Context: an optimization exercise on an open-source flow, tuned for small area, a short achievable clock period and few clock cycles. The choices shown serve that exercise and are no tape-out recipe. Only simulation tests tie the RTL to the original design; equivalence was not proved. Power and IR drop assume default switching activity.

==> design.v <==
`timescale 1ns / 1ps
module iterative_divider (
    input  wire [16:0] t_in,
    input  wire        a_in,
    input  wire [15:0] v,
    input  wire        mask,       
    input  wire [6:0]  wx,
    input  wire [6:0]  wy,
    input  wire [16:0] accx_in,
    input  wire        satx_in,
    input  wire [15:0] accy_in,
    input  wire        saty_in,
    output wire [16:0] t_out,
    output wire [16:0] accx_out,
    output wire        satx_out,
    output wire [15:0] accy_out,
    output wire        saty_out
);
    wire [17:0] u  = {t_in, a_in};
    wire [18:0] v1 = {3'b0, v};
    wire [18:0] v2 = {2'b0, v, 1'b0};
    wire [18:0] e1 = {1'b0, u} - v1;
    wire [18:0] e2 = {1'b0, u} - v2;
    wire [18:0] na = ~v1;
    wire [18:0] nb = ~v2;
    wire [18:0] uu = {1'b0, u};
    wire [18:0] cs_s = uu ^ na ^ nb;
    wire [18:0] cs_c = {(uu[17:0] & na[17:0]) | (uu[17:0] & nb[17:0]) | (na[17:0] & nb[17:0]), 1'b0};
    wire [18:0] e3 = cs_s + cs_c + 19'd2;
    wire g1 = ~e1[18];
    wire g2 = ~e2[18];
    wire g3 = ~e3[18];
    wire s3 = g3;
    wire s2 = g2 & ~g3;
    wire s1 = g1 & ~g2;
    wire s0 = ~g1;
    wire [15:0] r = ({16{s3}} & e3[15:0]) | ({16{s2}} & e2[15:0]) |
                    ({16{s1}} & e1[15:0]) | ({16{s0}} & u[15:0]);
    assign t_out = {r, 1'b0};
    wire m = ~mask;
    horner4 #(.W(17)) hx (
        .acc(accx_in), .sat(satx_in), .w(wx),
        .s0(s0 | mask), .s1(s1 & m), .s2(s2 & m), .s3(s3 & m),
        .acc_out(accx_out), .sat_out(satx_out));
    horner4 #(.W(16)) hy (
        .acc(accy_in), .sat(saty_in), .w(wy),
        .s0(s0 | mask), .s1(s1 & m), .s2(s2 & m), .s3(s3 & m),
        .acc_out(accy_out), .sat_out(saty_out));
endmodule
module horner4 #(
    parameter W = 17
) (
    input  wire [W-1:0] acc,
    input  wire         sat,
    input  wire [6:0]   w,
    input  wire         s0, s1, s2, s3,
    output wire [W-1:0] acc_out,
    output wire         sat_out
);
    localparam H = W - 7;                     
    wire [8:0]   w1 = {2'b0, w};
    wire [8:0]   w2 = {1'b0, w, 1'b0};
    wire [8:0]   w3 = w1 + w2;
    wire [7:0]   l1 = {1'b0, acc[6:0]} + {3'b0, w1[8:2]};
    wire [7:0]   l2 = {1'b0, acc[6:0]} + {2'b0, w2[8:2]};
    wire [7:0]   l3 = {1'b0, acc[6:0]} + {1'b0, w3[8:2]};
    wire [H-1:0] hi  = acc[W-1:7];
    wire [H-1:0] hi1 = hi + 1'b1;
    wire top = |hi[H-1:H-2];
    wire all1 = &hi[H-3:0];
    wire [W-1:0] c0 = {hi[H-3:0], acc[6:0], 2'b00};
    wire [W-1:0] c1 = {l1[7] ? hi1[H-3:0] : hi[H-3:0], l1[6:0], w1[1:0]};
    wire [W-1:0] c2 = {l2[7] ? hi1[H-3:0] : hi[H-3:0], l2[6:0], w2[1:0]};
    wire [W-1:0] c3 = {l3[7] ? hi1[H-3:0] : hi[H-3:0], l3[6:0], w3[1:0]};
    assign acc_out = ({W{s0}} & c0) | ({W{s1}} & c1) | ({W{s2}} & c2) | ({W{s3}} & c3);
    assign sat_out = sat | top | (all1 & ((s1 & l1[7]) | (s2 & l2[7]) | (s3 & l3[7])));
endmodule
`timescale 1ns / 1ps
module physics_engine #(
    parameter SCREEN_WIDTH = 320,
    parameter SCREEN_HEIGHT = 240
    ) (
    input  wire        clk,
    input  wire        resetn,
    input  wire        fire,
    input  wire [15:0] axi_Z_dist,
    input  wire [15:0] axi_arrow_vel,
    input  wire [7:0]  wind_x_in,
    input  wire [7:0]  wind_y_in,
    input  wire [8:0]  aim_x,
    input  wire [7:0]  aim_y,
    output wire        result_valid,
    output reg [8:0]   land_x,
    output reg [7:0]   land_y
);
    function [19:0] norm16;      
        input [15:0] x;
        reg   [15:0] y;
        reg   [3:0]  n;
        begin
            y = x; n = 4'd0;
            if (y[15:8] == 8'd0) begin y = {y[7:0], 8'd0};  n[3] = 1'b1; end
            if (y[15:12] == 4'd0) begin y = {y[11:0], 4'd0}; n[2] = 1'b1; end
            if (y[15:14] == 2'd0) begin y = {y[13:0], 2'd0}; n[1] = 1'b1; end
            if (y[15] == 1'b0)    begin y = {y[14:0], 1'b0}; n[0] = 1'b1; end
            norm16 = {n, y};
        end
    endfunction
    function [4:0] bitlen;
        input [16:0] x;
        integer i;
        begin
            bitlen = 5'd0;
            for (i = 0; i < 17; i = i + 1)
                if (x[i]) bitlen = i + 1;
        end
    endfunction
    wire [19:0] nz = norm16(axi_Z_dist);
    wire [19:0] nv = norm16(axi_arrow_vel);
    wire [5:0]  s  = 6'd8 + {2'b0, nv[19:16]} - {2'b0, nz[19:16]};
    wire        zero_q = ~nv[15] | ~nz[15] | s[5];
    reg         busy;        
    reg         fin;         
    reg  [3:0]  cnt;         
    reg  [16:0] t;
    reg         a;
    reg  [14:0] vn;          
    reg  [6:0]  wxm, wym;
    reg         wxn, wyn;
    reg  [8:0]  ax;
    reg  [7:0]  ay;
    reg  [16:0] accx;
    reg  [15:0] accy;
    reg         satx, saty;
    wire [16:0] t_nx;
    wire [16:0] accx_nx;
    wire [15:0] accy_nx;
    wire        satx_nx, saty_nx;
    iterative_divider core (
        .t_in(t), .a_in(a), .v({1'b1, vn}), .mask(cnt[3]), .wx(wxm), .wy(wym),
        .accx_in(accx), .satx_in(satx), .accy_in(accy), .saty_in(saty),
        .t_out(t_nx), .accx_out(accx_nx), .satx_out(satx_nx),
        .accy_out(accy_nx), .saty_out(saty_nx));
    wire [8:0] tx_in = wind_x_in[7] ? aim_x : SCREEN_WIDTH - aim_x;
    wire [8:0] ty_in = wind_y_in[7] ? {1'b0, aim_y} : SCREEN_HEIGHT - {1'b0, aim_y};
    wire d0x_in = (wind_x_in[6:0] == 7'd0) |
                  (wind_x_in[7] ? (aim_x == 9'd0) : (aim_x >= SCREEN_WIDTH));
    wire d0y_in = (wind_y_in[6:0] == 7'd0) |
                  (wind_y_in[7] ? (aim_y == 8'd0) : ({1'b0, aim_y} >= SCREEN_HEIGHT));
    reg  [3:0] jx, jy;
    reg        d0x, d0y;
    always @(posedge clk) begin
        if (fire) begin
            jx  <= bitlen({8'd0, tx_in}) ;
            jy  <= bitlen({8'd0, ty_in}) ;
            d0x <= d0x_in;
            d0y <= d0y_in;
        end
    end
    wire [5:0] fx = {2'b0, jx} + 6'd22 - {1'b0, cnt, 1'b0};
    wire [5:0] fy = {2'b0, jy} + 6'd22 - {1'b0, cnt, 1'b0};
    reg  [16:0] mkx;
    reg  [15:0] mky;
    integer i;
    always @* begin
        for (i = 0; i < 17; i = i + 1) mkx[i] = (fx <= i + 16);
        for (i = 0; i < 16; i = i + 1) mky[i] = (fy <= i + 16);
    end
    wire big_x = satx | (|(accx & mkx));
    wire big_y = saty | (|(accy & mky));
    wire det_x = d0x | big_x;
    wire det_y = d0y | big_y;
    reg  done;
    always @(posedge clk) begin
        if (!resetn)
            done <= 1'b0;
        else if (fire)
            done <= d0x_in & d0y_in;
        else
            done <= busy & ~done & det_x & det_y;
    end
    assign result_valid = fin | (busy & done);
    wire [10:0] qx = wxn ? {2'b0, ax} - {2'b0, accx[16:8]} : {2'b0, ax} + {2'b0, accx[16:8]};
    wire [9:0]  qy = wyn ? {2'b0, ay} - {2'b0, accy[15:8]} : {2'b0, ay} + {2'b0, accy[15:8]};
    wire x_lo = wxn & (satx | qx[10]);
    wire x_hi = ~x_lo & ((~wxn & satx) | qx >= SCREEN_WIDTH);
    wire y_lo = wyn & (saty | qy[9]);
    wire y_hi = ~y_lo & ((~wyn & saty) | qy >= SCREEN_HEIGHT);
    always @* begin
        land_x = x_lo ? 9'd0 : x_hi ? SCREEN_WIDTH - 1 : qx[8:0];
        land_y = y_lo ? 8'd0 : y_hi ? SCREEN_HEIGHT - 1 : qy[7:0];
    end
    always @(posedge clk) begin
        if (!resetn) begin
            busy <= 1'b0;
            fin  <= 1'b0;
        end else if (fire) begin
            busy <= ~zero_q;
            fin  <= zero_q;
        end else begin
            busy <= busy & ~done & (cnt != 4'd0);
            fin  <= busy & ~done & (cnt == 4'd0);
        end
    end
    always @(posedge clk) begin
        if (fire) begin
            vn   <= nv[14:0];
            wxm  <= wind_x_in[6:0];
            wym  <= wind_y_in[6:0];
            wxn  <= wind_x_in[7];
            wyn  <= wind_y_in[7];
            ax   <= aim_x;
            ay   <= aim_y;
        end
    end
    always @(posedge clk) begin
        if (fire) begin
            t    <= s[0] ? {1'b0, nz[15:0]} : {2'b0, nz[15:1]};
            a    <= ~s[0] & nz[0];
            cnt  <= s[4:1];
            accx <= 17'd0;
            accy <= 16'd0;
            satx <= 1'b0;
            saty <= 1'b0;
        end else begin
            t    <= t_nx;
            a    <= 1'b0;
            cnt  <= cnt - 4'd1;
            accx <= accx_nx;
            accy <= accy_nx;
            satx <= satx_nx | big_x;
            saty <= saty_nx | big_y;
        end
    end
endmodule
==> run.sh <==
#!/bin/bash
# synth_recipe.tcl (not shown) runs the flow's synth.tcl, then flattens the netlist and writes it again
# the make line also repeats each setting of config.mk as NAME=value (left out here)
make -C /OpenROAD-flow-scripts/flow DESIGN_CONFIG=/design/flow/config.mk WORK_HOME=/design/flow/orfs CLKGATE_MAP_FILE= SYNTH_SCRIPT=/design/flow/synth_recipe.tcl finish
==> config.mk <==
export PLATFORM = sky130hd
export DESIGN_NAME = physics_engine
export DESIGN_NICKNAME = physics_engine
export VERILOG_FILES = /design/flow/design.v
export SDC_FILE = /design/flow/constraint.sdc
export NUM_CORES = 4
export LEC_CHECK = 0
export ABC_CLOCK_PERIOD_IN_PS = 3500
export CAP_MARGIN = 20
export CORE_MARGIN = 2
export CORE_UTILIZATION = 40
export SETUP_SLACK_MARGIN = 1.25
export SLEW_MARGIN = 20
==> constraint.sdc <==
create_clock -name core_clock -period 6.0 [get_ports {clk}]
set_input_delay 1.2000 -clock core_clock [delete_from_list [all_inputs] [get_ports {clk}]]
set_output_delay 1.2000 -clock core_clock [all_outputs]
set_load 0.01 [all_outputs]
==> flow_summary.json, run 1 <==
{
  "outcome": "finished clean",
  "cts_hold_buf": 0,
  "syn_nets": 1968,
  "dieWidth_um": 190,
  "crit_chain": "clkdlybuf4s50_1 > or4_4 > nor3_4 > buf_4 > a21oi_1 > o31ai_2 > nor2_2 > buf_4 > ha_1 > ha_1 > fa_1 > a211oi_1 > a211o_1 > a32o_1",
  "p_clk_frac": 0.149,
  "worstReg2RegStart": "vn[6]",
  "synth_compound_area_frac": 0.268,
  "synthXorXnorAreaFrac": 0.0606,
  "avgSynthCellArea_um2": 8.22,
  "viasPerCell": 5.70,
  "num_vias": 12700,
  "syn_inst": 1687,
  "yosys-top-cells-count": "ha_1 (181), inv_1 (168), a21oi_1 (167), nor2_1 (124), o21ai_0 (101)",
  "root_buffer": "clkbuf_16",
  "grt_max_degree": 77,
  "crit_path_start": "axi_arrow_vel[12]",
  "ys_top_cells_by_area": "ha_1 (16%), edfxtp_1 (13%), dfxtp_1 (8.7%)",
  "ir_drop_uv": 350,
  "worstSetupEndpointType": "flop",
  "grt_pass1_vias": 12400,
  "rrSetupSlack_ns": 1.46,
  "drtPass1Iterations": 5,
  "initial_core_util": 0.403,
  "cts_made_buffers": 17,
  "syn_area_um2": 13900,
  "drv_slew": 0,
  "p_int_mw": 3.79,
  "startpoint_type": "primary input",
  "drv_cap": 0,
  "synthMuxAreaShare": 0.0309,
  "min_path_type": "flop to flop",
  "seq_power_share": 0.178,
  "die_area_um2": 36200,
  "worst_pin_slew_ns": 1.04,
  "fin_crit_sh": 0.768,
  "arrival_ns": 4.99,
  "fin_nets": 2046,
  "drcViolationCount": 0,
  "yosysTopAreaCellShare": 0.163,
  "synth_seq_cells": 118,
  "grt_pass1_wl_um": 62400,
  "portBuffers": 85,
  "max_freq_mhz": 217,
  "powerDensity_nw_per_um2": 457,
  "antenna_found_initial": 0,
  "max_stage_delay_ns": 0.59,
  "synth_cell_types": 88,
  "synth_ff_type": "dfxtp_1",
  "num_io_pins": 86,
  "die_h_um": 190,
  "power_mw": 7.29,
  "final-hold-violation-count": 0,
  "yosysTopAreaCell": "ha_1",
  "overflow": 0,
  "drive_gt1_frac": 0.0641,
  "dp_cells": 2193,
  "dp_hpwl_um": 29600,
  "finalSetupViolations": 0,
  "wl_per_cell_um": 17.1,
  "clk_latency_ns": 0.44,
  "path_max_fanout": 17,
  "core_area_um2": 34400,
  "fin_cells": 2233,
  "worstPathRequired_ns": 6.38,
  "synth_top_family_by_area": "compound AO/OA/AOI/OAI gates",
  "synth_most_common_cell": "ha_1",
  "clk_pin_slew_ns": 0.06,
  "num_antenna_cells": 0,
  "clock_path_buffers": 2,
  "swShare": 0.481,
  "fin_skew_ns": 0.0124,
  "ys_seq_area_frac": 0.212,
  "tns_ns": 0,
  "slowest_stage": "or4_4",
  "track_usage": 0.212,
  "layout_min_cycle_time_ns": 4.61,
  "syn_to_final_growth_pct": 15.0,
  "ant_nets": 0,
  "leakage_nw": 6.95,
  "synthArstFlopShare": 0,
  "synth-simple-area-share": 0.157,
  "yosysWarnings": 1,
  "power_switching_mw": 3.50,
  "critPathKind": "primary input to flop",
  "place_congestion": 0.886,
  "slew_headroom": 0.294,
  "rsz0062_at_grt": "yes",
  "cts_tree": "built",
  "fp-row-count": 68,
  "worstHoldStart": "accx[10]",
  "htree_levels": 4,
  "synth_fa_ha_area_frac": 0.209,
  "clock-sinks": 118,
  "combPwrFrac": 0.673,
  "drt_iter0_markers": 773,
  "wl_um": 38200,
  "synth_edf_count": 58
}
==> kinds of logic (layout without fill, tap and decap cells) <==
kind of cell	Yosys count	in the layout
mux	42	42
simple gates	435	435
buf+inv	217	308
fa+ha+maj	213	213
flops	118	118
compound gates	566	566
xor+xnor	96	96
==> layout by cell type, fill, tap and decap left out, types with 10 or more instances in the layout <==
cell type        instances
ha_1                   180
inv_1                  166
a21oi_1                163
nor2_1                 121
o21ai_0                 99
nand2_1                 94
clkdlybuf4s50_1         73
xnor2_1                 58
edfxtp_1                58
dfxtp_1                 56
a21o_1                  50
xor2_1                  38
mux2i_1                 35
nor3_1                  34
nand3_1                 32
fa_1                    32
nand2b_1                25
a221oi_1                23
nor2b_1                 21
a31oi_1                 21
buf_4                   21
and3_1                  20
o21bai_1                20
a22oi_1                 20
clkbuf_16               20
o22ai_1                 19
o21a_1                  16
o211ai_1                14
nor4_1                  13
o31ai_1                 13
nand4_1                 11
or3_1                   10
a211oi_1                10
o21ai_1                 10
==> routing by layer <==
| metal | vias up | GRT usage | part of all wire |
|---|---|---|---|
| met1 | 6040 | 0.285 | 0.48 |
| met5 | - | 0 | 0 |
| met4 | 0 | 0.0540 | 0.015 |
| li1 | 6354 | - | - |
| met2 | 294 | 0.362 | 0.46 |
| met3 | 45 | 0.0251 | 0.039 |
==> power by group through the flow <==
stage	Clock (mW)	Combinational (mW)	Sequential [mW]
after floorplan	0	3.70	1.18
after global placement	0	4.76	1.31
after detailed placement	0	4.79	1.31
after CTS	1.11	4.86	1.29
after global routing	1.13	5.49	1.33
final	1.08	4.91	1.30
==> final timing paths <==
path                                  to  cells after the start
worst max-delay path                 fin                     14
worst min-delay path            accx[12]                      1
worst max register to register  accx[16]                     14
worst min register to register  accx[12]                      1
==> sequential cells by signal, indices dropped and copies added, names as in the netlist <==
name	cells
vn	15
accx	17
saty	1
busy	1
ax	9
wxm	7
satx	1
wyn	1
jy	4
done	1
cnt	4
fin	1
d0y	1
jx	4
accy	16
ay	8
t	17
wym	7
d0x	1
a	1
wxn	1
==> stage by stage <==
step / setup slack, ns / cell area [um2] / hold WS, ns / utilization
final: 1.39 / 16000 / 0.515 / 0.464
after global routing: 1.23 / 16000 / 0.542 / 0.464
after CTS: 1.27 / 15800 / 0.529 / 0.461
after detailed placement: 0.564 / 15200 / 0.528 / 0.441
after global placement: 0.680 / 15200 / 0.514 / 0.441
after floorplan: 1.58 / 13900 / 0.459 / -
==> critical path, delay by kind of cell <==
kind | cells | cell delay (ns)
adders and majority gates | 3 | 0.94
and+or+nand+nor | 3 | 0.95
buffers and inverters | 3 | 0.87
AOI/OAI and AO/OA | 5 | 1.02
==> area by class of cell <==
| class | count | area [um2] |
|---|---|---|
| clock inverter | 10 | 87.6 |
| fill | 3373 | 18400 |
| inverter | 171 | 642 |
| clock buffer | 22 | 528 |
| timing repair buffer | 105 | 1010 |
| sequential | 118 | 2950 |
| tap | 455 | 569 |
| multi-input combinational | 1352 | 10200 |
==> what timing repair did <==
| action | 4_1_cts | 5_1_grt |
|---|---|---|
| endpoints found under the setup margin | 32 | 62 |
| pin swaps | 2 | 6 |
| resized for setup | 20 | 21 |
| setup buffers | 2 | 6 |
Testbench counts, summed over its fixed seeds: cycles 8,553.
==> run 2: changes to the inputs <==
--- a/config.mk
+++ b/config.mk
@@ -9,5 +9,5 @@
 export CAP_MARGIN = 20
 export CORE_MARGIN = 2
 export CORE_UTILIZATION = 40
-export SETUP_SLACK_MARGIN = 1.25
+export SETUP_SLACK_MARGIN = 1.75
 export SLEW_MARGIN = 20
==> run 2 against run 1 <==
Net effect: first-iteration DRC count increased by 14%; final cell count grew 1.8%; synthesized cell count did not move; critical path depth unchanged; clock power about the same; clock skew increased by 0.0046 ns; still clean on timing, DRC and antenna; sequential share of layout area fell by 0.71 points; sequential cell count unchanged; die area unchanged; total power increased by 5.7%; clock-buffer cell count stayed put; combinational power up 8.8%.
==> flow_summary.json, run 2 <==
{
  "outcome": "finished clean",
  "portBuffers": 85,
  "cts_tree": "built",
  "drt_iter0_markers": 878,
  "swShare": 0.478,
  "wl_per_cell_um": 17.1,
  "seqCellArea_um2": 2960,
  "syn_inst": 1687,
  "multi_input_area_um2": 10500,
  "syn_to_final_growth_pct": 19.9,
  "placedInstanceArea_um2": 15200,
  "wl_um": 38900,
  "p_int_mw": 4.02,
  "drtPass1Iterations": 5,
  "wl_met1_um": 17800,
  "tns_ns": 0,
  "synth_ff_type": "dfxtp_1",
  "dp_cells": 2192,
  "die_area_um2": 36200,
  "track_usage": 0.217,
  "grt_max_degree": 64,
  "yosysTopAreaCell": "ha_1",
  "synth_edf_count": 58,
  "combPwrFrac": 0.693,
  "yosys-top-cells-count": "ha_1 (181), inv_1 (168), a21oi_1 (167), nor2_1 (124), o21ai_0 (101)",
  "leakage_nw": 7.16,
  "dieWidth_um": 190,
  "fin_skew_ns": 0.0169,
  "routed-wl-met2_um": 18600,
  "grt_pass1_wl_um": 63700,
  "synth_cell_types": 88,
  "htree_levels": 4,
  "min_path_type": "flop to flop",
  "num_vias": 12900,
  "worstPathRequired_ns": 4.80,
  "fin_cells": 2273,
  "power_switching_mw": 3.68,
  "wl_met3_um": 1490,
  "viasPerCell": 5.67,
  "rsz0062_at_grt": "yes",
  "ant_nets": 0,
  "drcViolationCount": 0,
  "fp-row-count": 68,
  "fin_nets": 2085,
  "layout_min_cycle_time_ns": 4.35,
  "cts_hold_buf": 0,
  "design_area_um2": 16600,
  "critPathKind": "flop to output pin",
  "rr_worst_depth": 15,
  "avgSynthCellArea_um2": 8.22,
  "finalSetupViolations": 0,
  "worst_slack_ns": 1.65,
  "fin_crit_sh": 0.726,
  "path_max_fanout": 6,
  "initial_core_util": 0.403,
  "final_common_cell": "ha_1",
  "yosysTopAreaCellShare": 0.163,
  "yosysWarnings": 1,
  "die_h_um": 190,
  "holdWs_ns": 0.500,
  "synth_most_common_cell": "ha_1",
  "dp_hpwl_um": 29600,
  "arrival_ns": 3.15,
  "drive_gt1_frac": 0.132,
  "ir_drop_uv": 246,
  "ys_seq_area_frac": 0.212,
  "grt_pass1_vias": 12600,
  "layout_common_cells": "ha_1 (170), inv_1 (159), a21oi_1 (152)",
  "worst_pin_slew_ns": 1.11,
  "syn_area_um2": 13900,
  "top_regs": "accx (17), t (17), accy (16)",
  "final-hold-violation-count": 0,
  "clk_pin_slew_ns": 0.06,
  "powerDensity_nw_per_um2": 463,
  "syn_nets": 1968,
  "max_freq_mhz": 230,
  "slew_headroom": 0.249,
  "num_io_pins": 86,
  "ys_top_cells_by_area": "ha_1 (16%), edfxtp_1 (13%), dfxtp_1 (8.7%)",
  "clk_latency_ns": 0.45,
  "place_congestion": 0.912,
  "clock-sinks": 118,
  "p_clk_frac": 0.139,
  "core_area_um2": 34400,
  "drv_slew": 0,
  "power_mw": 7.70,
  "seq_power_share": 0.168,
  "antenna_found_initial": 2,
  "overflow": 0,
  "startpoint_type": "flop",
  "worstSetupEndpointType": "output pin",
  "cts_made_buffers": 17,
  "fillers": 3329,
  "maxUsedRoutingLayer": "met4",
  "whs_path_depth": 1,
  "root_buffer": "clkbuf_16",
  "synthArstFlopShare": 0,
  "final_util": 0.484,
  "clock_path_buffers": 2,
  "synth_seq_cells": 118,
  "place_ws_ns": 0.612,
  "drv_cap": 0
}
run 2: worst paths after layout:
kind             from         to  slack (ns)
max           accx[8]  land_x[0]        1.65
min          accx[10]   accx[12]        0.50
max reg2reg     vn[6]   accy[15]        1.86
min reg2reg  accx[10]   accx[12]        0.50
run 2: kinds of logic (layout without fill, tap and decap cells):
kind of cell	Yosys count	count (layout)	synth area share
DFF	118	118	0.212
buffers and inverters	217	347	0.0616
AOI/OAI and AO/OA	566	566	0.268
xor gates and xnor gates	96	96	0.0606
adders and majority gates	213	213	0.209
muxes	42	42	0.0309
other	0	1	0
and+or+nand+nor	435	435	0.157
run 2: worst max-delay path: stages, from the launching register on:
cell and delay (ns):
dfxtp_2 0.43, ha_2 0.22, inv_2 0.04, fa_2 0.38, a21o_1 0.17, a21oi_2 0.20, o21ai_2 0.10, a21oi_2 0.15
a21oi_2 0.08, nor3_2 0.29, nor3_4 0.09, buf_6 0.13, a21oi_4 0.19, a21oi_1 0.09, buf_2 0.14
run 2: per-layer routing:
metal,GRT usage,up-vias
li1,-,6439
met1,0.283,6156
met2,0.365,245
met3,0.0349,59
met4,0.0748,0
met5,0,-
run 2: what timing repair did:
action	in CTS	in global routing
buffers inserted	30	18
gates resized for setup	109	82
pin swaps	31	45
endpoints found under the setup margin	76	66
run 2: cell type report:
class	count	share of cell area
diodes	1	0.000151
clock buffers	22	0.0292
multi-input cells	1352	0.634
well taps	455	0.0342
inverters	171	0.0391
flip-flops and latches	118	0.178
clock inverters	10	0.00715
repair buffers	144	0.0780
run 2: power groups by stage:
stage	logic (mW)	clock network (mW)	registers [mW]
after floorplan	3.70	0	1.18
after detailed placement	4.86	0	1.31
after global placement	4.78	0	1.31
after global routing	5.96	1.12	1.32
after CTS	5.02	1.08	1.29
final	5.34	1.07	1.29
==> run 3: changes to the inputs <==
--- a/config.mk
+++ b/config.mk
@@ -8,6 +8,6 @@
 export ABC_CLOCK_PERIOD_IN_PS = 3500
 export CAP_MARGIN = 20
 export CORE_MARGIN = 2
-export CORE_UTILIZATION = 40
-export SETUP_SLACK_MARGIN = 1.75
+export CORE_UTILIZATION = 30
+export SETUP_SLACK_MARGIN = 1.5
 export SLEW_MARGIN = 20
==> run 3 against run 2 <==
Net effect: via count down 0.90%; sequential power is essentially flat; non-clock buffer count down 26; maximum frequency shrank 1.1%; clock skew is 0.0089 ns lower; area after synthesis unchanged; final area down 1.1%; routed wire length rose by 0.58%; synthesized cell count stayed put; critical path depth grew 2; critical endpoint is now land_x[5].
==> flow_summary.json, run 3 <==
{
  "ys_top_cells_by_area": "ha_1 (16%), edfxtp_1 (13%), dfxtp_1 (8.7%)",
  "min_path_type": "flop to flop",
  "grt_pass1_wl_um": 63400,
  "rsz0062_at_grt": "yes",
  "clk_pin_slew_ns": 0.06,
  "grt_max_degree": 65,
  "powerDensity_nw_per_um2": 450,
  "arrival_ns": 3.21,
  "avgSynthCellArea_um2": 8.22,
  "maxUsedRoutingLayer": "met4",
  "path_buf_inv": 5,
  "layout_min_cycle_time_ns": 4.41,
  "syn_area_um2": 13900,
  "synth_edf_count": 58,
  "max_freq_mhz": 227,
  "cts_tree": "built",
  "yosysWarnings": 1,
  "wl_per_cell_um": 16.4,
  "die_h_um": 219,
  "synth_seq_cells": 118,
  "cp_common_cell": "a21oi_2",
  "fin_crit_sh": 0.734,
  "fin_skew_ns": 0.00798,
  "syn_inst": 1687,
  "clock_path_buffers": 2,
  "ys_seq_area_frac": 0.212,
  "core_area_um2": 45500,
  "finalSetupViolations": 0,
  "critPathKind": "flop to output pin",
  "wl_met1_um": 18300,
  "root_buffer": "clkbuf_16",
  "yosys-top-cells-count": "ha_1 (181), inv_1 (168), a21oi_1 (167), nor2_1 (124), o21ai_0 (101)",
  "drtPass1Iterations": 4,
  "top_regs": "accx (17), t (17), accy (16)",
  "num_vias": 12800,
  "grt_pass1_vias": 12500,
  "worst_pin_slew_ns": 1.07,
  "place_congestion": 0.926,
  "routed-wl-met2_um": 18500,
  "tns_ns": 0,
  "drcViolationCount": 0,
  "initial_core_util": 0.305,
  "crit_chain": "inv_1 > ha_2 > inv_1 > fa_2 > a21o_1 > a21oi_2 > o21ai_2 > a21oi_2 > a21oi_2 > o21a_1 > nor3_4 > buf_6 > a21oi_4 > buf_4 > a21oi_2 > buf_2",
  "clock-sinks": 118,
  "synth_cell_types": 88,
  "synth_most_common_cell": "ha_1",
  "slew_headroom": 0.286,
  "drive_gt1_frac": 0.0955,
  "antenna_found_initial": 0,
  "rrSetupSlack_ns": 1.61,
  "num_io_pins": 86,
  "syn_nets": 1968,
  "htree_levels": 4,
  "die_area_um2": 48000,
  "synthArstFlopShare": 0,
  "wl_met3_um": 1570,
  "leakage_nw": 7.05,
  "yosysTopAreaCellShare": 0.163,
  "cts_made_buffers": 17,
  "overflow": 0,
  "worstPathRequired_ns": 4.80,
  "placedInstanceArea_um2": 15400,
  "num_antenna_cells": 0,
  "final_common_cell": "ha_1",
  "synth_ff_type": "dfxtp_1",
  "ir_drop_uv": 306,
  "syn_to_final_growth_pct": 18.5,
  "final-hold-violation-count": 0,
  "fin_nets": 2059,
  "track_usage": 0.163,
  "clk_latency_ns": 0.44,
  "ant_nets": 0,
  "fp-row-count": 78,
  "startpoint_type": "flop",
  "drv_slew": 0,
  "drt_iter0_markers": 778,
  "cpLargestDelayFamily": "compound AO/OA/AOI/OAI gates",
  "max_stage_delay_ns": 0.40,
  "slowest_stage": "edfxtp_1",
  "worstSetupEndpointType": "output pin",
  "dp_hpwl_um": 30600,
  "yosysTopAreaCell": "ha_1",
  "portBuffers": 85,
  "dieWidth_um": 219,
  "viasPerCell": 5.35,
  "layout_common_cells": "ha_1 (177), inv_1 (164), a21oi_1 (154)",
  "outcome": "finished clean",
  "drv_cap": 0,
  "design_area_um2": 16400,
  "wl_um": 39100,
  "path_max_fanout": 5
}
run 3: cell counts after synthesis:
No cell type changed its count.
run 3: through the flow:
| stage | utilization | cells | hold slack, ns | worst slack [ns] | power [mW] |
|---|---|---|---|---|---|
| global route | 0.361 | 2391 | 0.561 | 1.40 | 8.03 |
| detailed placement | 0.338 | 2339 | 0.532 | 0.610 | 6.14 |
| CTS | 0.355 | 2380 | 0.543 | 1.28 | 7.30 |
| finish | 0.361 | 2391 | 0.516 | 1.59 | 7.39 |
| floorplan | - | 1687 | 0.459 | 1.58 | 4.88 |
| global placement | 0.338 | 2339 | 0.522 | 0.672 | 6.08 |
run 3: cell families after synthesis:
group,synth area share
XOR/XNOR,0.0606
flip-flops,0.212
multiplexers,0.0309
buffers and inverters,0.0616
AND/OR/NAND/NOR,0.157
AO/OA/AOI/OAI,0.268
adder cells (fa/ha/maj),0.209
run 3: cell type report:
class / instances / area (um2)
flip-flops and latches: 118 / 2950
clock inverters: 12 / 176
clock buffers: 20 / 457
fillers: 4655 / 29000
repair buffers: 118 / 1090
inverters: 171 / 646
well taps: 600 / 751
multi-input cells: 1352 / 10400
run 3: worst paths after layout:
check                           startpoint        end  depth (start not counted)
worst min-delay path              accx[11]   accx[13]                          1
worst max-delay path                 ax[0]  land_x[5]                         16
worst max register to register       vn[2]       t[3]                         14
worst min register to register    accx[11]   accx[13]                          1
run 3: per-layer routing:
metal	global-route usage	up-vias
met5	0	-
met4	0.0559	0
met3	0.0236	41
met2	0.275	315
met1	0.212	6062
li1	-	6365
run 3: power breakdown:
group	switching (mW)	leakage [nW]	internal, mW	total (mW)
sequential	0.278	1.06	1.03	1.30
clock	0.386	0.296	0.714	1.10
combinational	2.87	5.69	2.12	4.99
total	3.53	7.05	3.86	7.39
run 3: worst reg2reg max path: cells and delay by family (launching register included):
kind	cells	cell delay, ns
flops	1	0.51
buf+inv	2	0.11
fa+ha+maj	4	1.24
compound gates	5	1.31
simple gates	3	1.08
run 3: timing repair:
action,in CTS,in global routing
setup buffers,9,11
pin swaps,9,28
hold buffers,0,0
resized for setup,43,84
setup endpoints to repair,40,69
==> run 4: changes to the inputs <==
--- a/config.mk
+++ b/config.mk
@@ -8,6 +8,7 @@
 export ABC_CLOCK_PERIOD_IN_PS = 3500
 export CAP_MARGIN = 20
 export CORE_MARGIN = 2
-export CORE_UTILIZATION = 30
+export CORE_UTILIZATION = 40
 export SETUP_SLACK_MARGIN = 1.5
 export SLEW_MARGIN = 20
+export TNS_END_PERCENT = 20
==> run 4 against run 3 <==
Net effect: clock-buffer cell count increased by 2; largest cell class unchanged; sequential cell count unchanged; largest power group unchanged; die area down 25%; routed wire length fell by 1.9%; synthesized cell count stayed put.
==> flow_summary.json, run 4 <==
{
  "final-hold-violation-count": 0,
  "final_util": 0.467,
  "layout_common_cells": "ha_1 (179), inv_1 (164), a21oi_1 (159)",
  "tns_ns": 0,
  "slew_headroom": 0.289,
  "die_h_um": 190,
  "cts_made_buffers": 17,
  "drt_iter0_markers": 778,
  "design_area_um2": 16100,
  "max_freq_mhz": 219,
  "arrival_ns": 3.36,
  "rr_worst_depth": 14,
  "rsz0062_at_grt": "yes",
  "critPathKind": "flop to output pin",
  "path_max_fanout": 5,
  "crit_end": "land_x[0]",
  "ir_drop_uv": 349,
  "avgSynthCellArea_um2": 8.22,
  "layout_min_cycle_time_ns": 4.56,
  "wl_um": 38400,
  "drtPass1Iterations": 5,
  "placedInstanceArea_um2": 15200,
  "synth_seq_cells": 118,
  "num_antenna_cells": 0,
  "fp-row-count": 68,
  "clk_latency_ns": 0.44,
  "startpoint_type": "flop",
  "clock_path_buffers": 2,
  "drv_slew": 0,
  "yosysTopAreaCellShare": 0.163,
  "finalSetupViolations": 0,
  "grt_pass1_vias": 12500,
  "syn_nets": 1968,
  "overflow": 0,
  "syn_to_final_growth_pct": 15.9,
  "portBuffers": 85,
  "viasPerCell": 5.70,
  "cts_tree": "built",
  "fin_crit_sh": 0.760,
  "r2r_end": "t[11]",
  "rrSetupSlack_ns": 1.60,
  "yosysWarnings": 1,
  "worst_pin_slew_ns": 1.05,
  "num_vias": 12800,
  "syn_area_um2": 13900,
  "worstSetupEndpointType": "output pin",
  "crit_path_start": "ax[0]",
  "powerDensity_nw_per_um2": 457,
  "drv_cap": 0,
  "worstReg2RegStart": "vn[6]",
  "wl_per_cell_um": 17.1,
  "track_usage": 0.213,
  "die_area_um2": 36200,
  "synth_edf_count": 58,
  "synthArstFlopShare": 0,
  "final_common_cell": "ha_1",
  "synth_cell_types": 88,
  "antenna_found_initial": 0,
  "yosysTopAreaCell": "ha_1",
  "synth_ff_type": "dfxtp_1",
  "grt_max_degree": 77,
  "htree_levels": 4,
  "fin_skew_ns": 0.0103,
  "ys_top_cells_by_area": "ha_1 (16%), edfxtp_1 (13%), dfxtp_1 (8.7%)",
  "worstPathRequired_ns": 4.80,
  "cts_hold_buf": 0,
  "initial_core_util": 0.403,
  "dieWidth_um": 190,
  "ys_seq_area_frac": 0.212,
  "fin_nets": 2056,
  "root_buffer": "clkbuf_16",
  "num_io_pins": 86,
  "grt_pass1_wl_um": 62300,
  "clk_pin_slew_ns": 0.06,
  "leakage_nw": 6.97,
  "drive_gt1_frac": 0.0783,
  "outcome": "finished clean",
  "clock-sinks": 118,
  "top_regs": "accx (17), t (17), accy (16)",
  "dp_hpwl_um": 29600,
  "synth_most_common_cell": "ha_1",
  "whs_path_depth": 1,
  "core_area_um2": 34400,
  "drcViolationCount": 0,
  "syn_inst": 1687,
  "yosys-top-cells-count": "ha_1 (181), inv_1 (168), a21oi_1 (167), nor2_1 (124), o21ai_0 (101)",
  "min_path_type": "flop to flop",
  "ant_nets": 0,
  "place_congestion": 0.886
}
## run 4: cell counts after synthesis
No cell type changed its count.
## run 4: how the worst min path moves through the flow
stage,to,start,slack [ns]
finish,accx[12],accx[10],0.52
CTS,accx[14],accx[12],0.53
floorplan,accx[14],accx[12],0.46
global route,accx[12],accx[10],0.54
detailed placement,accx[14],accx[12],0.53
global placement,accx[14],accx[12],0.51
## run 4: layout make-up
cell class              instances  area, um2
multi-input cells            1352      10200
inverters                     171        642
flip-flops and latches        118       2960
fillers                      3372      18300
well taps                     455        569
repair buffers                115       1070
clock buffers                  22        528
clock inverters                10       87.6
## run 4: where the power goes
group	internal (mW)	total, mW	switching [mW]
registers	1.03	1.30	0.275
logic	2.12	4.96	2.84
clock network	0.664	1.09	0.422
## run 4: repair_timing
item                       CTS  global route
gates resized for setup     32            35
setup endpoints to repair   62            66
setup buffers                8            10
pin swaps                    8            13
## run 4: logic make-up (layout without fill, tap and decap cells)
| family | Yosys count | count (layout) | share of synthesized area |
|---|---|---|---|
| compound gates | 566 | 566 | 0.268 |
| xor+xnor | 96 | 96 | 0.0606 |
| fa+ha+maj | 213 | 213 | 0.209 |
| buf+inv | 217 | 318 | 0.0616 |
| flops | 118 | 118 | 0.212 |
| mux | 42 | 42 | 0.0309 |
| simple gates | 435 | 435 | 0.157 |
## run 4: layer usage
| metal | vias to the layer above | part of all wire | track usage |
|---|---|---|---|
| met4 | 0 | 0.020 | 0.0614 |
| met2 | 328 | 0.47 | 0.360 |
| li1 | 6365 | - | - |
| met3 | 50 | 0.042 | 0.0253 |
| met1 | 6038 | 0.47 | 0.285 |
| met5 | - | 0 | 0 |
## run 4: critical path, stage by stage (launching register included)
cell	delay (ns)
edfxtp_1	0.38
inv_1	0.07
ha_1	0.16
inv_1	0.06
fa_1	0.39
a21o_1	0.21
a21oi_2	0.16
o21ai_1	0.12
a21oi_1	0.18
a21oi_1	0.13
o21a_1	0.25
nor3_4	0.20
a21oi_2	0.13
a21oi_1	0.19
dlygate4sd2_1	0.29
## run 4: stage by stage
stage / power, mW / setup WS (ns) / hold WS, ns / std cells
after floorplan: 4.88 / 1.58 / 0.459 / 1687
after global placement: 6.07 / 0.680 / 0.514 / 2193
after global routing: 8.00 / 1.25 / 0.542 / 2243
after detailed placement: 6.10 / 0.564 / 0.528 / 2193
final: 7.34 / 1.44 / 0.516 / 2243
after CTS: 7.26 / 1.31 / 0.529 / 2233
==> run 5: changes to the inputs <==
--- a/config.mk
+++ b/config.mk
@@ -11,4 +11,4 @@
 export CORE_UTILIZATION = 40
 export SETUP_SLACK_MARGIN = 1.5
 export SLEW_MARGIN = 20
-export TNS_END_PERCENT = 20
+export TNS_END_PERCENT = 5
==> run 5 against run 4 <==
Net effect: still clean; sequential cell count did not move; clock power barely moved; clock skew rose by 0.0016 ns; worst setup slack got worse by 0.13 ns; synthesized cell count stayed put; critical endpoint is now land_x[6].
==> flow_summary.json, run 5 <==
{
  "outcome": "finished clean",
  "yosys-top-cells-count": "ha_1 (181), inv_1 (168), a21oi_1 (167), nor2_1 (124), o21ai_0 (101)",
  "htree_levels": 4,
  "synth_ff_type": "dfxtp_1",
  "num_vias": 12800,
  "clk_latency_ns": 0.44,
  "initial_core_util": 0.403,
  "clk_pin_slew_ns": 0.06,
  "fin_cells": 2238,
  "dp_cells": 2193,
  "yosysWarnings": 1,
  "powerDensity_nw_per_um2": 457,
  "wl_um": 38100,
  "tns_ns": 0,
  "rr_worst_depth": 13,
  "ys_seq_area_frac": 0.212,
  "syn_nets": 1968,
  "cts_made_buffers": 17,
  "crit_chain": "inv_1 > ha_1 > inv_1 > fa_1 > a21o_1 > a21oi_2 > o21ai_1 > a21oi_1 > a21oi_1 > nor3_2 > nor3_4 > nor2_1 > and3_1 > clkdlybuf4s50_1",
  "fin_nets": 2051,
  "fp-row-count": 68,
  "maxUsedRoutingLayer": "met4",
  "layout_common_cells": "ha_1 (181), inv_1 (166), a21oi_1 (163)",
  "portBuffers": 85,
  "cpLargestDelayFamily": "compound AO/OA/AOI/OAI gates",
  "drt_iter0_markers": 754,
  "synthArstFlopShare": 0,
  "routed-wl-met2_um": 17800,
  "min_path_type": "flop to flop",
  "leakage_nw": 6.94,
  "slew_headroom": 0.294,
  "yosysTopAreaCell": "ha_1",
  "drv_cap": 0,
  "finalSetupViolations": 0,
  "dieWidth_um": 190,
  "top_regs": "accx (17), t (17), accy (16)",
  "ant_nets": 0,
  "num_antenna_cells": 0,
  "cp_num_cells": 14,
  "synth_most_common_cell": "ha_1",
  "final_common_cell": "ha_1",
  "synth_cell_types": 88,
  "max_stage_delay_ns": 0.53,
  "layout_min_cycle_time_ns": 4.69,
  "startpoint_type": "flop",
  "drcViolationCount": 0,
  "clock_path_buffers": 2,
  "drv_slew": 0,
  "max_freq_mhz": 213,
  "worstPathRequired_ns": 4.80,
  "worst_pin_slew_ns": 1.05,
  "avgSynthCellArea_um2": 8.22,
  "slowest_stage": "clkdlybuf4s50_1",
  "fin_crit_sh": 0.782,
  "syn_inst": 1687,
  "yosysTopAreaCellShare": 0.163,
  "die_area_um2": 36200,
  "rsz0062_at_grt": "yes",
  "fin_skew_ns": 0.0119,
  "viasPerCell": 5.70,
  "drtPass1Iterations": 5,
  "place_congestion": 0.886,
  "drive_gt1_frac": 0.0656,
  "grt_pass1_wl_um": 62500,
  "whs_path_depth": 1,
  "clock-sinks": 118,
  "num_io_pins": 86,
  "synth_seq_cells": 118,
  "root_buffer": "clkbuf_16",
  "worstSetupEndpointType": "output pin",
  "dp_hpwl_um": 29600,
  "ys_top_cells_by_area": "ha_1 (16%), edfxtp_1 (13%), dfxtp_1 (8.7%)",
  "core_area_um2": 34400,
  "synth_edf_count": 58,
  "critPathKind": "flop to output pin",
  "path_buf_inv": 3,
  "path_max_fanout": 3,
  "die_h_um": 190,
  "syn_to_final_growth_pct": 15.1,
  "wl_per_cell_um": 17.0,
  "antenna_found_initial": 0,
  "grt_pass1_vias": 12500,
  "track_usage": 0.213,
  "grt_max_degree": 77,
  "final-hold-violation-count": 0,
  "cts_tree": "built",
  "arrival_ns": 3.49,
  "ir_drop_uv": 350,
  "syn_area_um2": 13900,
  "wl_met3_um": 1530,
  "wl_met1_um": 18200,
  "overflow": 0
}
[run 5: worst paths after layout]
| check | from | end | slack (ns) |
|---|---|---|---|
| setup / recovery | ax[0] | land_x[6] | 1.31 |
| hold reg to reg | accx[10] | accx[12] | 0.52 |
| setup reg to reg | vn[6] | accy[2] | 1.50 |
| hold / removal | accx[10] | accx[12] | 0.52 |
[run 5: cell families after synthesis]
family / Yosys count / share of synthesized area
flip-flops: 118 / 0.212
XOR/XNOR: 96 / 0.0606
multiplexers: 42 / 0.0309
buffers and inverters: 217 / 0.0616
adder cells (fa/ha/maj): 213 / 0.209
AND/OR/NAND/NOR: 435 / 0.157
AO/OA/AOI/OAI: 566 / 0.268
[run 5: metal layers]
metal,global-route usage,up-vias
met5,0,-
met4,0.0540,0
met3,0.0251,43
met2,0.363,295
met1,0.285,6056
li1,-,6358
[run 5: area by class of cell]
class	instances	area, um2
multi-input cells	1352	10100
inverters	171	642
well taps	455	569
fillers	3380	18400
repair buffers	110	1040
clock inverters	10	87.6
clock buffers	22	528
flip-flops and latches	118	2950
[run 5: repair_timing]
action                     in CTS  in global routing
hold buffers                    0                  0
gates resized for setup        25                 13
setup endpoints to repair      62                 68
buffers inserted                8                  5
pin swaps                       6                  4
[run 5: per-stage QoR]
stage	utilization	total power, mW	area [um2]	hold WS (ns)	worst slack (ns)
2_1_floorplan	-	4.88	13900	0.459	1.58
6_report	0.465	7.30	16000	0.516	1.31
5_1_grt	0.465	7.95	16000	0.542	1.13
3_3_place_gp	0.441	6.07	15200	0.514	0.680
3_5_place_dp	0.441	6.10	15200	0.528	0.564
4_1_cts	0.462	7.26	15900	0.529	1.28
[run 5: power by group]
group	internal (mW)	total, mW	switching [mW]
registers	1.03	1.30	0.274
logic	2.10	4.92	2.81
clock network	0.664	1.08	0.421
total	3.79	7.30	3.51
==> run 6: changes to the inputs <==
--- a/config.mk
+++ b/config.mk
@@ -11,4 +11,3 @@
 export CORE_UTILIZATION = 40
 export SETUP_SLACK_MARGIN = 1.5
 export SLEW_MARGIN = 20
-export TNS_END_PERCENT = 5
==> run 6 against run 5 <==
Net effect: die area stayed put; clock skew is 0.0015 ns higher; synthesized cell count stayed put; sequential power barely moved; combinational power up 1%; global-route usage up 0.075 points; area after synthesis unchanged; critical endpoint is now fin; utilization rose by 0.63 points.
==> flow_summary.json, run 6 <==
{
  "cts_tree": "built",
  "swShare": 0.483,
  "worstPathRequired_ns": 6.38,
  "fillers": 3358,
  "track_usage": 0.213,
  "synth_edf_count": 58,
  "core_area_um2": 34400,
  "combPwrFrac": 0.676,
  "num_antenna_cells": 0,
  "arrival_ns": 4.77,
  "drtPass1Iterations": 6,
  "fin_skew_ns": 0.0134,
  "yosysTopAreaCellShare": 0.163,
  "cts_hold_buf": 0,
  "worst_pin_slew_ns": 1.01,
  "leakage_nw": 7.01,
  "yosysTopAreaCell": "ha_1",
  "placedInstanceArea_um2": 15200,
  "drv_cap": 0,
  "worstReg2RegStart": "vn[6]",
  "yosysWarnings": 1,
  "dp_cells": 2193,
  "worst_slack_ns": 1.61,
  "synth_seq_cells": 118,
  "viasPerCell": 5.70,
  "ys_top_cells_by_area": "ha_1 (16%), edfxtp_1 (13%), dfxtp_1 (8.7%)",
  "rrSetupSlack_ns": 1.63,
  "wl_per_cell_um": 17.1,
  "p_clk_frac": 0.148,
  "clock-sinks": 118,
  "overflow": 0,
  "avgSynthCellArea_um2": 8.22,
  "max_freq_mhz": 228,
  "ant_nets": 0,
  "fp-row-count": 68,
  "layout_common_cells": "ha_1 (178), inv_1 (165), a21oi_1 (153)",
  "p_int_mw": 3.81,
  "grt_pass1_vias": 12500,
  "grt_max_degree": 77,
  "tns_ns": 0,
  "finalSetupViolations": 0,
  "dieWidth_um": 190,
  "powerDensity_nw_per_um2": 455,
  "rsz0062_at_grt": "yes",
  "num_io_pins": 86,
  "fin_nets": 2062,
  "seq_power_share": 0.177,
  "worstHoldStart": "accx[12]",
  "portBuffers": 85,
  "power_switching_mw": 3.56,
  "dp_hpwl_um": 29600,
  "ir_drop_uv": 351,
  "ys_seq_area_frac": 0.212,
  "place_congestion": 0.886,
  "syn_nets": 1968,
  "clk_latency_ns": 0.44,
  "clk_pin_slew_ns": 0.06,
  "htree_levels": 4,
  "yosys-top-cells-count": "ha_1 (181), inv_1 (168), a21oi_1 (167), nor2_1 (124), o21ai_0 (101)",
  "initial_core_util": 0.403,
  "grt_pass1_wl_um": 62500,
  "critPathKind": "primary input to flop",
  "min_path_type": "flop to flop",
  "wl_um": 38600,
  "top_regs": "accx (17), t (17), accy (16)",
  "drive_gt1_frac": 0.0970,
  "design_area_um2": 16200,
  "syn_inst": 1687,
  "fin_crit_sh": 0.732,
  "final_util": 0.471,
  "die_h_um": 190,
  "synth_ff_type": "dfxtp_1",
  "synth_cell_types": 88,
  "syn_to_final_growth_pct": 16.7,
  "slew_headroom": 0.325,
  "root_buffer": "clkbuf_16",
  "fin_cells": 2249,
  "startpoint_type": "primary input",
  "drt_iter0_markers": 870,
  "final_common_cell": "ha_1",
  "clock_path_buffers": 2,
  "layout_min_cycle_time_ns": 4.39,
  "antenna_found_initial": 0,
  "syn_area_um2": 13900,
  "drv_slew": 0,
  "synthArstFlopShare": 0,
  "place_ws_ns": 0.564,
  "num_vias": 12800,
  "drcViolationCount": 0,
  "final-hold-violation-count": 0,
  "synth_most_common_cell": "ha_1",
  "crit_path_start": "axi_arrow_vel[15]",
  "worstSetupEndpointType": "flop",
  "cts_made_buffers": 17,
  "path_max_fanout": 17,
  "outcome": "finished clean",
  "die_area_um2": 36200
}
## run 6: layer usage
| metal | routed length, um | part of all wire | vias up | track usage |
|---|---|---|---|---|
| met3 | 1520 | 0.039 | 49 | 0.0253 |
| met5 | 0 | 0 | - | 0 |
| met2 | 18100 | 0.47 | 298 | 0.361 |
| met1 | 18300 | 0.47 | 6092 | 0.286 |
| li1 | - | - | 6377 | - |
| met4 | 732 | 0.019 | 0 | 0.0614 |
## run 6: path summary, 6_finish.rpt
kind | endpoint | cells after the start
max | fin | 14
min | accx[14] | 1
max reg2reg | accx[13] | 16
min reg2reg | accx[14] | 1
## run 6: logic make-up after synthesis
family | after synthesis | synth area share
AOI/OAI and AO/OA | 566 | 0.268
xor gates and xnor gates | 96 | 0.0606
adders and majority gates | 213 | 0.209
buffers and inverters | 217 | 0.0616
DFF | 118 | 0.212
muxes | 42 | 0.0309
and+or+nand+nor | 435 | 0.157
## run 6: final cells by class
| type | count | area (um2) | area share |
|---|---|---|---|
| clock inverter | 10 | 87.6 | 0.00541 |
| tap | 455 | 569 | 0.0352 |
| timing repair buffer | 121 | 1080 | 0.0666 |
| clock buffer | 22 | 528 | 0.0326 |
| multi-input combinational | 1352 | 10300 | 0.637 |
| inverter | 171 | 646 | 0.0399 |
| sequential | 118 | 2960 | 0.183 |
## run 6: power groups by stage
stage / Combinational [mW] / Clock [mW] / Sequential, mW
final: 4.98 / 1.09 / 1.30
after global routing: 5.56 / 1.13 / 1.33
after CTS: 4.86 / 1.11 / 1.30
after detailed placement: 4.79 / 0 / 1.31
after global placement: 4.76 / 0 / 1.31
after floorplan: 3.70 / 0 / 1.18
## run 6: metrics by stage
stage | total power, mW | hold WS [ns]
detailed placement | 6.10 | 0.528
global placement | 6.07 | 0.514
floorplan | 4.88 | 0.459
finish | 7.37 | 0.499
CTS | 7.27 | 0.529
global route | 8.03 | 0.535
## run 6: worst max-delay path, cell delays in order
cell and delay (ns):
clkdlybuf4s50_1 0.47, or4_4 0.54, nor3_4 0.16, buf_4 0.17, a21oi_1 0.09, o31ai_2 0.34
nor2_2 0.07, buf_4 0.21, ha_1 0.30, ha_1 0.23, fa_1 0.40, a211oi_1 0.26
a211o_1 0.17, a32o_1 0.16
## run 6: what timing repair did
| action | 4_1_cts | 5_1_grt |
|---|---|---|
| pin swaps | 10 | 23 |
| gates resized for setup | 44 | 74 |
| setup buffers | 12 | 12 |
| endpoints found under the setup margin | 62 | 65 |
| endpoints found under the hold margin | 0 | 0 |
==> run 7: changes to the inputs <==
--- a/config.mk
+++ b/config.mk
@@ -9,5 +9,6 @@
 export CAP_MARGIN = 20
 export CORE_MARGIN = 2
 export CORE_UTILIZATION = 40
+export GPL_TIMING_DRIVEN = 0
 export SETUP_SLACK_MARGIN = 1.5
 export SLEW_MARGIN = 20
==> run 7 against run 6 <==
Net effect: still clean on timing, DRC and antenna; maximum frequency about the same; non-clock buffer count up 46; final cell count up 2.0%; area after synthesis unchanged; first-iteration DRC count up 2.0%; total power up 1.6%; critical endpoint is now land_y[0]; largest cell class unchanged; highest routed layer unchanged.
==> flow_summary.json, run 7 <==
{
  "synth_cell_types": 88,
  "path_max_fanout": 3,
  "layout_common_cells": "ha_1 (177), inv_1 (163), a21oi_1 (152)",
  "clock-sinks": 118,
  "final_util": 0.483,
  "synth_top_family_by_area": "compound AO/OA/AOI/OAI gates",
  "final-hold-violation-count": 0,
  "grt_use_met1": 0.296,
  "fp-row-count": 68,
  "clk_pin_slew_ns": 0.06,
  "max_freq_mhz": 228,
  "place_congestion": 0.905,
  "grt-busiest-layer": "met2",
  "synth_edf_count": 58,
  "final_common_cell": "ha_1",
  "yosysTopAreaCellShare": 0.163,
  "num_vias": 13000,
  "wl_um": 40100,
  "clock_path_buffers": 2,
  "startpoint_type": "flop",
  "dp_hpwl_um": 31300,
  "synth_compound_area_frac": 0.268,
  "overflow": 0,
  "cts_tree": "built",
  "top_regs": "accx (17), t (17), accy (16)",
  "critPathKind": "flop to output pin",
  "wl_per_cell_um": 17.5,
  "ir_drop_uv": 257,
  "rr_worst_depth": 15,
  "drv_slew": 0,
  "grt_use_met2": 0.372,
  "worstSetupEndpointType": "output pin",
  "ys_seq_area_frac": 0.212,
  "synth-simple-area-share": 0.157,
  "grt_pass1_vias": 12700,
  "worstHoldStart": "accx[10]",
  "grt_pass1_wl_um": 64500,
  "fin_skew_ns": 0.0121,
  "drcViolationCount": 0,
  "htree_levels": 4,
  "drtPass1Iterations": 5,
  "whs_path_depth": 1,
  "min_to": "accx[12]",
  "avgSynthCellArea_um2": 8.22,
  "worst_pin_slew_ns": 0.866,
  "min_path_type": "flop to flop",
  "synthMuxAreaShare": 0.0309,
  "fin_crit_sh": 0.732,
  "dieWidth_um": 190,
  "slew_headroom": 0.418,
  "portBuffers": 85,
  "fin_nets": 2108,
  "synth_ff_type": "dfxtp_1",
  "yosysWarnings": 1,
  "r2r_end": "accx[15]",
  "tns_ns": 0,
  "core_area_um2": 34400,
  "leakage_nw": 7.25,
  "layout_min_cycle_time_ns": 4.39,
  "fillers": 3387,
  "ant_nets": 0,
  "grt_max_degree": 42,
  "rsz0062_at_grt": "yes",
  "viasPerCell": 5.66,
  "num_antenna_cells": 0,
  "powerDensity_nw_per_um2": 451,
  "synthXorXnorAreaFrac": 0.0606,
  "root_buffer": "clkbuf_16",
  "clk_latency_ns": 0.44,
  "syn_inst": 1687,
  "synthArstFlopShare": 0,
  "yosys-top-cells-count": "ha_1 (181), inv_1 (168), a21oi_1 (167), nor2_1 (124), o21ai_0 (101)",
  "die_h_um": 190,
  "worstPathRequired_ns": 4.80,
  "antenna_found_initial": 0,
  "finalSetupViolations": 0,
  "track_usage": 0.222,
  "worstReg2RegStart": "vn[6]",
  "syn_to_final_growth_pct": 19.7,
  "initial_core_util": 0.403,
  "cts_made_buffers": 17,
  "die_area_um2": 36200,
  "rrSetupSlack_ns": 1.69,
  "synth_fa_ha_area_frac": 0.209,
  "syn_area_um2": 13900,
  "drv_cap": 0,
  "synth_most_common_cell": "ha_1",
  "use_met3": 0.0271,
  "synth_seq_cells": 118,
  "arrival_ns": 3.19,
  "yosysTopAreaCell": "ha_1",
  "drive_gt1_frac": 0.114,
  "syn_nets": 1968,
  "num_io_pins": 86,
  "outcome": "finished clean",
  "ys_top_cells_by_area": "ha_1 (16%), edfxtp_1 (13%), dfxtp_1 (8.7%)",
  "drt_iter0_markers": 887
}
-- run 7: timing repair --
action	in CTS	in global routing
pin swaps	16	31
resized for setup	73	99
setup endpoints to repair	50	61
hold endpoints to repair	0	0
setup buffers	14	21
hold buffers	0	0
-- run 7: area by class of cell --
class	instances	area [um2]	share of cell area
Multi-Input combinational cell	1352	10500	0.630
Sequential cell	118	2960	0.178
Timing Repair Buffer	121	1130	0.0683
Inverter	171	647	0.0390
Tap cell	455	569	0.0343
Clock buffer	18	429	0.0258
Buffer	46	254	0.0153
Clock inverter	14	150	0.00904
-- run 7: logic make-up (layout without fill, tap and decap cells) --
family                   Yosys count  count (layout)
multiplexers                      42              42
adder cells (fa/ha/maj)          213             213
flip-flops                       118             118
buffers and inverters            217             370
AND/OR/NAND/NOR                  435             435
XOR/XNOR                          96              96
AO/OA/AOI/OAI                    566             566
-- run 7: where the power goes --
group,switching (mW),internal (mW)
Sequential,0.266,1.03
Combinational,2.97,2.21
Clock,0.413,0.614
-- run 7: critical path, stage by stage, from the launching register on --
cell	delay, ns
edfxtp_1	0.41
buf_6	0.14
ha_4	0.15
fa_2	0.35
nand2b_1	0.10
a21oi_2	0.07
o21bai_1	0.21
a21oi_2	0.10
nor3_2	0.19
a21oi_2	0.07
xnor2_2	0.18
nand4_1	0.16
buf_4	0.18
buf_4	0.12
a31oi_1	0.15
clkbuf_2	0.16
-- run 7: worst max-delay path by stage --
stage,start,end,slack [ns]
2_1_floorplan,axi_arrow_vel[12],fin,1.58
3_3_place_gp,fire,accy[10],0.07
3_5_place_dp,axi_arrow_vel[12],t[13],0.35
4_1_cts,ay[0],land_y[0],1.42
5_1_grt,ay[0],land_y[0],1.38
6_report,ay[0],land_y[0],1.61
-- run 7: routing by layer --
layer  share of wire  vias up
met2            0.47      285
li1                -     6485
met5               0        -
met3           0.038       61
met1            0.47     6169
met4           0.025        0
-- run 7: through the flow --
step	instance area, um2	std cells	power (mW)	setup WS (ns)	hold slack (ns)
5_1_grt	16600	2295	8.15	1.38	0.576
3_5_place_dp	15300	2228	6.17	0.349	0.542
3_3_place_gp	15300	2227	6.13	0.0687	0.514
6_report	16600	2295	7.49	1.61	0.538
2_1_floorplan	13900	1687	4.88	1.58	0.459
4_1_cts	16200	2274	7.29	1.42	0.539
==> run 8: changes to the inputs <==
--- a/config.mk
+++ b/config.mk
@@ -9,6 +9,6 @@
 export CAP_MARGIN = 20
 export CORE_MARGIN = 2
 export CORE_UTILIZATION = 40
-export GPL_TIMING_DRIVEN = 0
+export PLACE_DENSITY = 0.6
 export SETUP_SLACK_MARGIN = 1.5
 export SLEW_MARGIN = 20
==> run 8 against run 7 <==
Net effect: still clean on timing, DRC and antenna; via count shrank 1.4%; final cell count decreased by 2.0%; die area unchanged; synthesized cell count is the same; worst setup slack worse by 0.0028 ns; area after synthesis stayed put; final area fell by 2.5%; register-to-register slack lost 0.06 ns; total power down 1.6%; critical path depth decreased by 1; utilization down 1.2 points; sequential cell count is the same; critical endpoint is now fin.
==> flow_summary.json, run 8 <==
{
  "outcome": "finished clean",
  "clock_path_buffers": 2,
  "powerDensity_nw_per_um2": 455,
  "drive_gt1_frac": 0.0970,
  "core_area_um2": 34400,
  "worstPathRequired_ns": 6.38,
  "fin_skew_ns": 0.0134,
  "place_congestion": 0.886,
  "crit_chain": "clkdlybuf4s50_1 > or4_4 > nor3_4 > buf_4 > a21oi_1 > o31ai_2 > nor2_2 > buf_4 > ha_1 > ha_1 > fa_1 > a211oi_1 > a211o_1 > a32o_1",
  "cpLargestDelayFamily": "compound AO/OA/AOI/OAI gates",
  "leakage_nw": 7.01,
  "fin_crit_sh": 0.732,
  "critPathKind": "primary input to flop",
  "layout_common_cells": "ha_1 (178), inv_1 (165), a21oi_1 (153)",
  "syn_nets": 1968,
  "yosysWarnings": 1,
  "fin_nets": 2062,
  "initial_core_util": 0.403,
  "drcViolationCount": 0,
  "final_common_cell": "ha_1",
  "finalSetupViolations": 0,
  "dp_hpwl_um": 29600,
  "seqCellArea_um2": 2960,
  "rrSetupSlack_ns": 1.63,
  "clk_latency_ns": 0.44,
  "wl_per_cell_um": 17.1,
  "arrival_ns": 4.77,
  "fillers": 3358,
  "grt_max_degree": 77,
  "dieWidth_um": 190,
  "drv_cap": 0,
  "synthArstFlopShare": 0,
  "tns_ns": 0,
  "synth_seq_cells": 118,
  "multi_input_area_um2": 10300,
  "viasPerCell": 5.70,
  "num_io_pins": 86,
  "slowest_stage": "or4_4",
  "avgSynthCellArea_um2": 8.22,
  "antenna_found_initial": 0,
  "htree_levels": 4,
  "die_area_um2": 36200,
  "max_stage_delay_ns": 0.54,
  "yosysTopAreaCell": "ha_1",
  "ir_drop_uv": 351,
  "fp-row-count": 68,
  "min_path_type": "flop to flop",
  "synth_ff_type": "dfxtp_1",
  "ant_nets": 0,
  "cts_tree": "built",
  "layout_min_cycle_time_ns": 4.39,
  "worstSetupEndpointType": "flop",
  "syn_to_final_growth_pct": 16.7,
  "num_antenna_cells": 0,
  "rr_worst_depth": 16,
  "slew_headroom": 0.325,
  "grt_pass1_vias": 12500,
  "synth_edf_count": 58,
  "path_max_fanout": 17,
  "power_mw": 7.37,
  "top_regs": "accx (17), t (17), accy (16)",
  "grt_pass1_wl_um": 62500,
  "synth_cell_types": 88,
  "drt_iter0_markers": 870,
  "cts_made_buffers": 17,
  "startpoint_type": "primary input",
  "cp_num_cells": 14,
  "final-hold-violation-count": 0,
  "yosysTopAreaCellShare": 0.163,
  "cts_hold_buf": 0,
  "max_freq_mhz": 228,
  "rsz0062_at_grt": "yes",
  "track_usage": 0.213,
  "drtPass1Iterations": 6,
  "syn_area_um2": 13900,
  "num_vias": 12800,
  "root_buffer": "clkbuf_16",
  "portBuffers": 85,
  "syn_inst": 1687,
  "ys_top_cells_by_area": "ha_1 (16%), edfxtp_1 (13%), dfxtp_1 (8.7%)",
  "wl_um": 38600,
  "die_h_um": 190,
  "synth_most_common_cell": "ha_1",
  "overflow": 0,
  "clk_pin_slew_ns": 0.06,
  "ys_seq_area_frac": 0.212,
  "clock-sinks": 118,
  "drv_slew": 0,
  "yosys-top-cells-count": "ha_1 (181), inv_1 (168), a21oi_1 (167), nor2_1 (124), o21ai_0 (101)",
  "worst_pin_slew_ns": 1.01,
  "whs_path_depth": 1,
  "path_buf_inv": 3
}
==> run 8: cell types whose count changed in the layout (fill, tap and decap cells not counted), sizes merged, moves of 2 or more <==
cell,delta
dlymetal6s2s,-10
inv,-2
clkdlybuf4s50,+9
clkbuf,-25
dlygate4sd2,+3
buf,-18
==> run 8: where the power goes <==
| group | switching (mW) | total [mW] | leakage [nW] | internal (mW) |
|---|---|---|---|---|
| combinational | 2.86 | 4.98 | 5.64 | 2.12 |
| sequential | 0.276 | 1.30 | 1.07 | 1.03 |
| clock | 0.424 | 1.09 | 0.303 | 0.664 |
| total | 3.56 | 7.37 | 7.01 | 3.81 |
==> run 8: path summary, 6_finish.rpt <==
check                          from        to
setup / recovery  axi_arrow_vel[15]       fin
hold reg to reg            accx[12]  accx[14]
hold / removal             accx[12]  accx[14]
setup reg to reg              vn[6]  accx[13]
==> run 8: area by class of cell <==
cell class / instances / area share
Clock buffer: 22 / 0.0326
Inverter: 171 / 0.0399
Multi-Input combinational cell: 1352 / 0.637
Timing Repair Buffer: 121 / 0.0666
Clock inverter: 10 / 0.00541
Sequential cell: 118 / 0.183
Tap cell: 455 / 0.0352
==> run 8: through the flow <==
| step | area (um2) | setup slack (ns) | hold WS, ns | cells | utilization |
|---|---|---|---|---|---|
| 6_report | 16200 | 1.61 | 0.499 | 2249 | 0.471 |
| 5_1_grt | 16200 | 1.44 | 0.535 | 2249 | 0.471 |
| 4_1_cts | 16000 | 1.37 | 0.529 | 2237 | 0.464 |
| 3_5_place_dp | 15200 | 0.564 | 0.528 | 2193 | 0.441 |
| 3_3_place_gp | 15200 | 0.680 | 0.514 | 2193 | 0.441 |
| 2_1_floorplan | 13900 | 1.58 | 0.459 | 1687 | - |
==> run 8: layer usage <==
| metal | vias to the layer above | routed length, um | track usage |
|---|---|---|---|
| met5 | - | 0 | 0 |
| li1 | 6377 | - | - |
| met3 | 49 | 1520 | 0.0253 |
| met2 | 298 | 18100 | 0.361 |
| met1 | 6092 | 18300 | 0.286 |
| met4 | 0 | 732 | 0.0614 |
==> run 8: timing repair <==
action | in CTS | in global routing
pin swaps | 10 | 23
endpoints found under the hold margin | 0 | 0
buffers inserted | 12 | 12
endpoints found under the setup margin | 62 | 65
cloned | 0 | 0
gates resized for setup | 44 | 74
==> run 8: worst reg2reg max path: cells and delay by family (launching register included) <==
family                   cells  cell delay (ns)
AO/OA/AOI/OAI                5             1.18
AND/OR/NAND/NOR              4             1.10
adder cells (fa/ha/maj)      3             0.96
buffers and inverters        4             0.63
flip-flops                   1             0.44
==> run 8: logic make-up (layout without fill, tap and decap cells) <==
logic type / after synthesis / count (layout) / share of synthesized area
buf+inv: 217 / 324 / 0.0616
flops: 118 / 118 / 0.212
compound gates: 566 / 566 / 0.268
xor+xnor: 96 / 96 / 0.0606
fa+ha+maj: 213 / 213 / 0.209
mux: 42 / 42 / 0.0309
simple gates: 435 / 435 / 0.157

[static timing again, ports no longer ideal]
The flow's constraints put no driver on any port. The routed layouts listed below were extracted and timed again, unchanged, in two steps. Step 1 assumes that a clkbuf_16 drives the clock port and a buf_2 every other input. Step 2 moves the port delays by t, midway between the first and last clock arrival at a register: inputs arrive t later, outputs are due t later. That takes back most of the time a late clock gives input paths. Slacks: ideal ports / drivers / drivers and shift; pairs: ideal ports / drivers.
run	shift t [ns]	setup slack, ns	latest minus earliest clock arrival (ns)	slew at the worst register clock pin (ns)	pins driven straight from the clock port
run 1	0.488	1.392 / 1.344 / 0.933	0.013 / 0.013	0.06 / 0.06	1
run 2	0.489	1.645 / 1.594 / 1.428	0.017 / 0.018	0.07 / 0.07	1
run 3	0.487	1.595 / 1.540 / 1.204	0.008 / 0.008	0.06 / 0.06	1
run 4	0.487	1.440 / 1.389 / 1.040	0.011 / 0.011	0.06 / 0.06	1
run 5	0.487	1.308 / 1.258 / 0.924	0.014 / 0.013	0.06 / 0.06	1
run 6	0.487	1.608 / 1.581 / 1.149	0.013 / 0.013	0.07 / 0.07	1
run 7	0.481	1.611 / 1.559 / 1.195	0.012 / 0.012	0.07 / 0.07	1
run 8	0.487	1.608 / 1.581 / 1.149	0.013 / 0.013	0.07 / 0.07	1
After both steps every run listed still meets setup and hold.
